Background: an optimization exercise with open tools, aiming at small area and a short achievable clock period. Do not read the settings as production practice. Only simulation tests tie the RTL to the original design; equivalence was not proved. Power and IR drop assume default switching activity.

--- flow/config.mk ---
export PLATFORM = sky130hd
export DESIGN_NAME = pe_mac
export DESIGN_NICKNAME = pe_mac
export VERILOG_FILES = /design/flow/design.v
export SDC_FILE = /design/flow/constraint.sdc
export NUM_CORES = 4
export LEC_CHECK = 0
export CAP_MARGIN = 20
export CORE_MARGIN = 2
export CORE_UTILIZATION = 40
export SLEW_MARGIN = 20
--- flow/constraint.sdc ---
create_clock -name core_clock -period 6.0 [get_ports {clk}]
set_input_delay 1.2000 -clock core_clock [delete_from_list [all_inputs] [get_ports {clk}]]
set_output_delay 1.2000 -clock core_clock [all_outputs]
set_load 0.01 [all_outputs]
--- flow/design.v ---
module pe_mac #(
  parameter int WA       = 16,     
  parameter int WB       = 16,     
  parameter int ACCW     = 40,     
  parameter int MULT_LAT = 1,      
  parameter int ADD_LAT  = 0       
) (
  input  logic                    clk,
  input  logic                    rst_n,
  input  logic                    in_valid,
  output logic                    in_ready,
  input  logic signed [WA-1:0]    a_in,
  input  logic signed [WB-1:0]    b_in,
  input  logic signed [ACCW-1:0]  psum_in,
  output logic                    out_valid,
  input  logic                    out_ready,
  output logic signed [WA-1:0]    a_out,
  output logic signed [WB-1:0]    b_out,
  output logic signed [ACCW-1:0]  psum_out
);
  localparam int PRODW = WA + WB;
  logic signed [WA-1:0]   a_reg;
  logic signed [WB-1:0]   b_reg;
  logic signed [ACCW-1:0] psum_reg;
  assign in_ready = out_ready;
  always_ff @(posedge clk) begin
    if (!rst_n) begin
      a_reg    <= '0;
      b_reg    <= '0;
      psum_reg <= '0;
    end else if (in_valid && in_ready) begin
      a_reg    <= a_in;
      b_reg    <= b_in;
      psum_reg <= psum_in;
    end
  end
  logic signed [PRODW-1:0] mult_pipe [0:MAX_MULT_PIPE-1];
  localparam int MAX_MULT_PIPE = (MULT_LAT>0)? MULT_LAT : 1;
  genvar i;
  generate
    if (MULT_LAT == 0) begin
      logic signed [PRODW-1:0] mult0;
      assign mult0 = a_reg * b_reg;
      assign mult_pipe[0] = mult0;
    end else begin
      for (i=0; i<MAX_MULT_PIPE; i=i+1) begin : mult_stages
        if (i==0) begin
          always_ff @(posedge clk) if (!rst_n) mult_pipe[i] <= '0; else mult_pipe[i] <= a_reg * b_reg; 
        end else begin
          always_ff @(posedge clk) if (!rst_n) mult_pipe[i] <= '0; else mult_pipe[i] <= mult_pipe[i-1];
        end
      end
    end
  endgenerate
  logic signed [ACCW-1:0] add_pipe [0:1];  
  logic signed [ACCW-1:0] mult_ext;
  assign mult_ext = $signed(mult_pipe[MAX_MULT_PIPE-1]);
  if (ADD_LAT == 0) begin : add_nopipe
    always_comb begin
      add_pipe[0] = psum_reg + mult_ext;
    end
    always_ff @(posedge clk) begin
      if (!rst_n) add_pipe[1] <= '0; else add_pipe[1] <= add_pipe[0];
    end
  end else begin : add_pipe_gen
    always_ff @(posedge clk) begin
      if (!rst_n) add_pipe[0] <= '0; else add_pipe[0] <= psum_reg + mult_ext;
      if (!rst_n) add_pipe[1] <= '0; else add_pipe[1] <= add_pipe[0];
    end
  end
  assign psum_out = add_pipe[1];
  assign a_out    = a_reg;
  assign b_out    = b_reg;
  logic valid_reg;
  always_ff @(posedge clk) begin
    if (!rst_n) valid_reg <= 1'b0;
    else valid_reg <= in_valid && in_ready;
  end
  logic [MAX_LAT-1:0] valid_pipe;
  localparam int MAX_LAT = MAX_MULT_PIPE + 2;  
  integer vp;
  always_ff @(posedge clk) begin
    if (!rst_n) valid_pipe <= '0;
    else begin
      valid_pipe <= {valid_pipe[MAX_LAT-2:0], valid_reg};
    end
  end
  assign out_valid = valid_pipe[MAX_LAT-1];
endmodule
--- flow/run.sh ---
#!/bin/bash
# synth_recipe.tcl (not shown) runs the flow's synth.tcl, then flattens the netlist and writes it again
# the make line also repeats each setting of config.mk as NAME=value (left out here)
make -C /OpenROAD-flow-scripts/flow DESIGN_CONFIG=/design/flow/config.mk WORK_HOME=/design/flow/orfs CLKGATE_MAP_FILE= SYNTH_SCRIPT=/design/flow/synth_recipe.tcl finish
==> impl_metrics.py <==
metrics = {
    "run_status": {
        "outcome": "no timing/DRC/antenna violations",
    },
    "drt": {
        "vias": 12400,
        "drtIter0Drc": 533,
        "drc_errors": 0,
        "wl_per_cell_um": 15.8,
        "drt_pre_antenna_iters": 5,
        "viasPerCell": 4.81,
        "ant_nets": 0,
        "totalWireLength_um": 40800,
    },
    "clock_network": {
        "h-tree-depth": 4,
        "clk_latency_ns": 0.46,
        "cts_tree": "built",
        "root_buffer": "clkbuf_16",
        "clock-sinks": 148,
        "cts_hold_buf": 0,
        "cts.clk_slew.worst_paths_ns": 0.06,
        "cts_buffers": 17,
        "cts_buffer_depth": 2,
    },
    "critical_path": {
        "worst_path_max_delay_cell": "fa_1",
        "cpPeakStageDelay_ns": 0.57,
        "timing_worst_setup_path_type": "flop to flop",
        "cp_data_arrival_time_ns": 6.13,
        "crit_path_cell_trace": "buf_6 -> buf_4 -> nand2_1 -> fa_1 -> inv_1 -> fa_1 -> fa_1 -> fa_1 -> fa_1 -> inv_1 -> fa_1 -> inv_1 -> ha_1 -> a21o_1 -> or2_2 -> o211a_1 -> o21ai_2 -> o21ai_2 -> buf_4 -> o2111ai_1 -> nand3_1",
        "startpoint_type": "flop",
        "end_kind": "flop",
        "critical_path.top_delay_family": "adder cells",
        "worst-path-buf-inv": 6,
        "cp_max_fo": 5,
        "critPathRequiredTime_ns": 6.33,
        "crit_top_cell": "fa_1",
    },
    "final_layout": {
        "num_antenna_cells": 0,
        "nNetsFinal": 2504,
        "instances_no_fill": 2581,
        "drive_gt1_frac": 0.109,
        "multiInputGateArea_um2": 11900,
        "register_area_um2": 3040,
        "area_delta_synth_final_pct": 22.3,
        "fillers": 3815,
    },
    "sta": {
        "hold-worst-slack_ns": 0.435,
        "skew_ns": 0.0164,
        "worst-slew-pin-transition_ns": 0.950,
        "drv_slew": 0,
        "fin_crit_ns": 5.81,
        "fin_tns_setup_ns": 0,
        "finalSetupViolCount": 0,
        "hold_viol_final": 0,
        "rsz0062_at_grt": "yes",
        "timing.fmax_ghz": 0.172,
        "maxSlewHeadroom": 0.364,
        "post-route-worst-setup-slack_ns": 0.193,
        "min_period_over_period": 0.968,
    },
    "placement": {
        "place_inst": 2528,
        "preCtsSetupSlack_ns": -0.180,
        "place.gp.congestion": 0.877,
        "dp_hpwl_um": 33100,
        "io_buffers": 149,
    },
    "logic_synthesis": {
        "yosys_warnings": 3,
        "synth.distinct_cells": 52,
        "synth_top_area_frac": 0.327,
        "synth_cells": 1835,
        "ys_seq_area_frac": 0.184,
        "synth_top_area_cell": "fa_1",
        "synth_nets": 2295,
        "synthTopCellsByArea": "fa_1 33%, dfxtp_1 18%, ha_1 9.4%",
        "synthTopCellsByCount": "303 x inv_1, 296 x nand2_1, 263 x fa_1",
        "synth_edf_count": 0,
        "synthFlopType": "dfxtp_1",
        "yosysMostFrequentCell": "inv_1",
        "ys_ff_latch": 148,
        "netlist_area_um2": 16100,
        "synth.avg_cell_area_um2": 8.78,
        "ys_async_sr_fraction": 0,
    },
    "global_route": {
        "track_usage": 0.204,
        "grt_first_pass_wirelength_um": 67600,
        "grt_max_degree": 76,
        "grt_pass1_vias": 13000,
        "gr-total-overflow": 0,
        "antenna_found_initial": 0,
    },
    "job": {
        "cap_violations": 0,
    },
    "min_path": {
        "hold_path_class": "flop to flop",
    },
    "floorplan": {
        "coreArea_um2": 39700,
        "die_y_um": 205,
        "rows": 73,
        "start_util": 0.406,
        "die_width_um": 205,
        "io_pins": 150,
        "dieArea_um2": 41900,
    },
    "pwr": {
        "p_leak_nw": 9.39,
        "powerDensity_nw_per_um2": 147,
        "vdd_ir_drop_max_mv": 0.188,
    },
}
final cells by class:
| class | count | area share |
|---|---|---|
| multi-input cells | 1312 | 0.603 |
| flip-flops and latches | 148 | 0.155 |
| clock buffers | 20 | 0.0232 |
| clock inverters | 11 | 0.00642 |
| repair buffers | 262 | 0.122 |
| well taps | 525 | 0.0333 |
| inverters | 303 | 0.0579 |
cell usage in the layout, fill, tap and decap left out, types with 35 or more instances in the layout:
master / synthesis / final
ha_1: 121 / 118
fa_1: 263 / 251
dfxtp_1: 148 / 119
a21oi_1: 135 / 131
and2_1: 137 / 133
o21ai_0: 39 / 35
buf_4: 1 / 103
nand2_1: 296 / 293
clkdlybuf4s50_1: 0 / 149
nor2_1: 85 / 85
inv_1: 303 / 296
through the flow:
stage | power, mW | instance area [um2] | util
2_1_floorplan | 1.52 | 16100 | -
3_3_place_gp | 1.80 | 18700 | 0.471
3_5_place_dp | 1.81 | 18700 | 0.471
4_1_cts | 2.93 | 19300 | 0.486
5_1_grt | 3.07 | 19700 | 0.496
6_report | 2.90 | 19700 | 0.496
metal layers:
layer  GRT usage  up-vias  share of wire  routed length (um)
met5           0        -              0                   0
met4      0.0549        0          0.014                 590
met3      0.0328       32          0.046                1890
met2       0.326      274           0.44               18100
met1       0.288     5976           0.49               20200
li1            -     6121              -                   -
where the power goes:
part           total, mW  internal [mW]  switching, mW
sequential          1.09           1.04         0.0480
clock               1.09          0.633          0.461
combinational      0.713          0.336          0.377
repair_timing:
action | in CTS | in global routing
resized for setup | 22 | 79
setup endpoints to repair | 6 | 11
setup buffers | 0 | 23
pin swaps | 0 | 37
cells by family after synthesis:
family | Yosys count | share of synthesized area
and+or+nand+nor | 593 | 0.170
adders and majority gates | 384 | 0.421
buffers and inverters | 375 | 0.0876
AOI/OAI and AO/OA | 274 | 0.105
DFF | 148 | 0.184
xor gates and xnor gates | 56 | 0.0304
muxes | 5 | 0.00311
path summary, 6_finish.rpt:
path / from / depth (start not counted) / slack, ns / to
worst min-delay path: valid_pipe[0] / 1 / 0.43 / valid_pipe[1]
worst max-delay path: b_reg[7] / 21 / 0.19 / mult_pipe[0][28]
worst min register to register: valid_pipe[0] / 1 / 0.43 / valid_pipe[1]
worst max register to register: b_reg[7] / 21 / 0.19 / mult_pipe[0][28]

==> separate check: timing with driven ports <==
Ports are ideal in the flow. The routed layout listed here was re-timed in OpenROAD. Step 1 (the two cells are an assumption about what drives the block):
set clk [get_ports {clk}]
set_driving_cell -lib_cell sky130_fd_sc_hd__clkbuf_16 $clk
set_driving_cell -lib_cell sky130_fd_sc_hd__buf_2 [delete_from_list [all_inputs] $clk]
Step 2 adds t to the input delays and takes it off the output delays; t is the mean of the earliest and latest rising clock arrival at the registers after step 1. Input paths then give back, and output paths get back, about the clock's delay inside the block. Three values: ideal ports, drivers, drivers and shift; two values: the first two.
t (ns): 0.504
setup slack, ns: 0.193 / 0.193 / 0.193
latest minus earliest clock arrival (ns): 0.017 / 0.016
worst slew at a driven data input, ns: 0.05
cell pins on the clock port's net: 1
After both steps setup and hold are still met in this run. For this run, drivers alone change the setup slack by 0.000 ns; drivers and shift together by 0.000 ns.
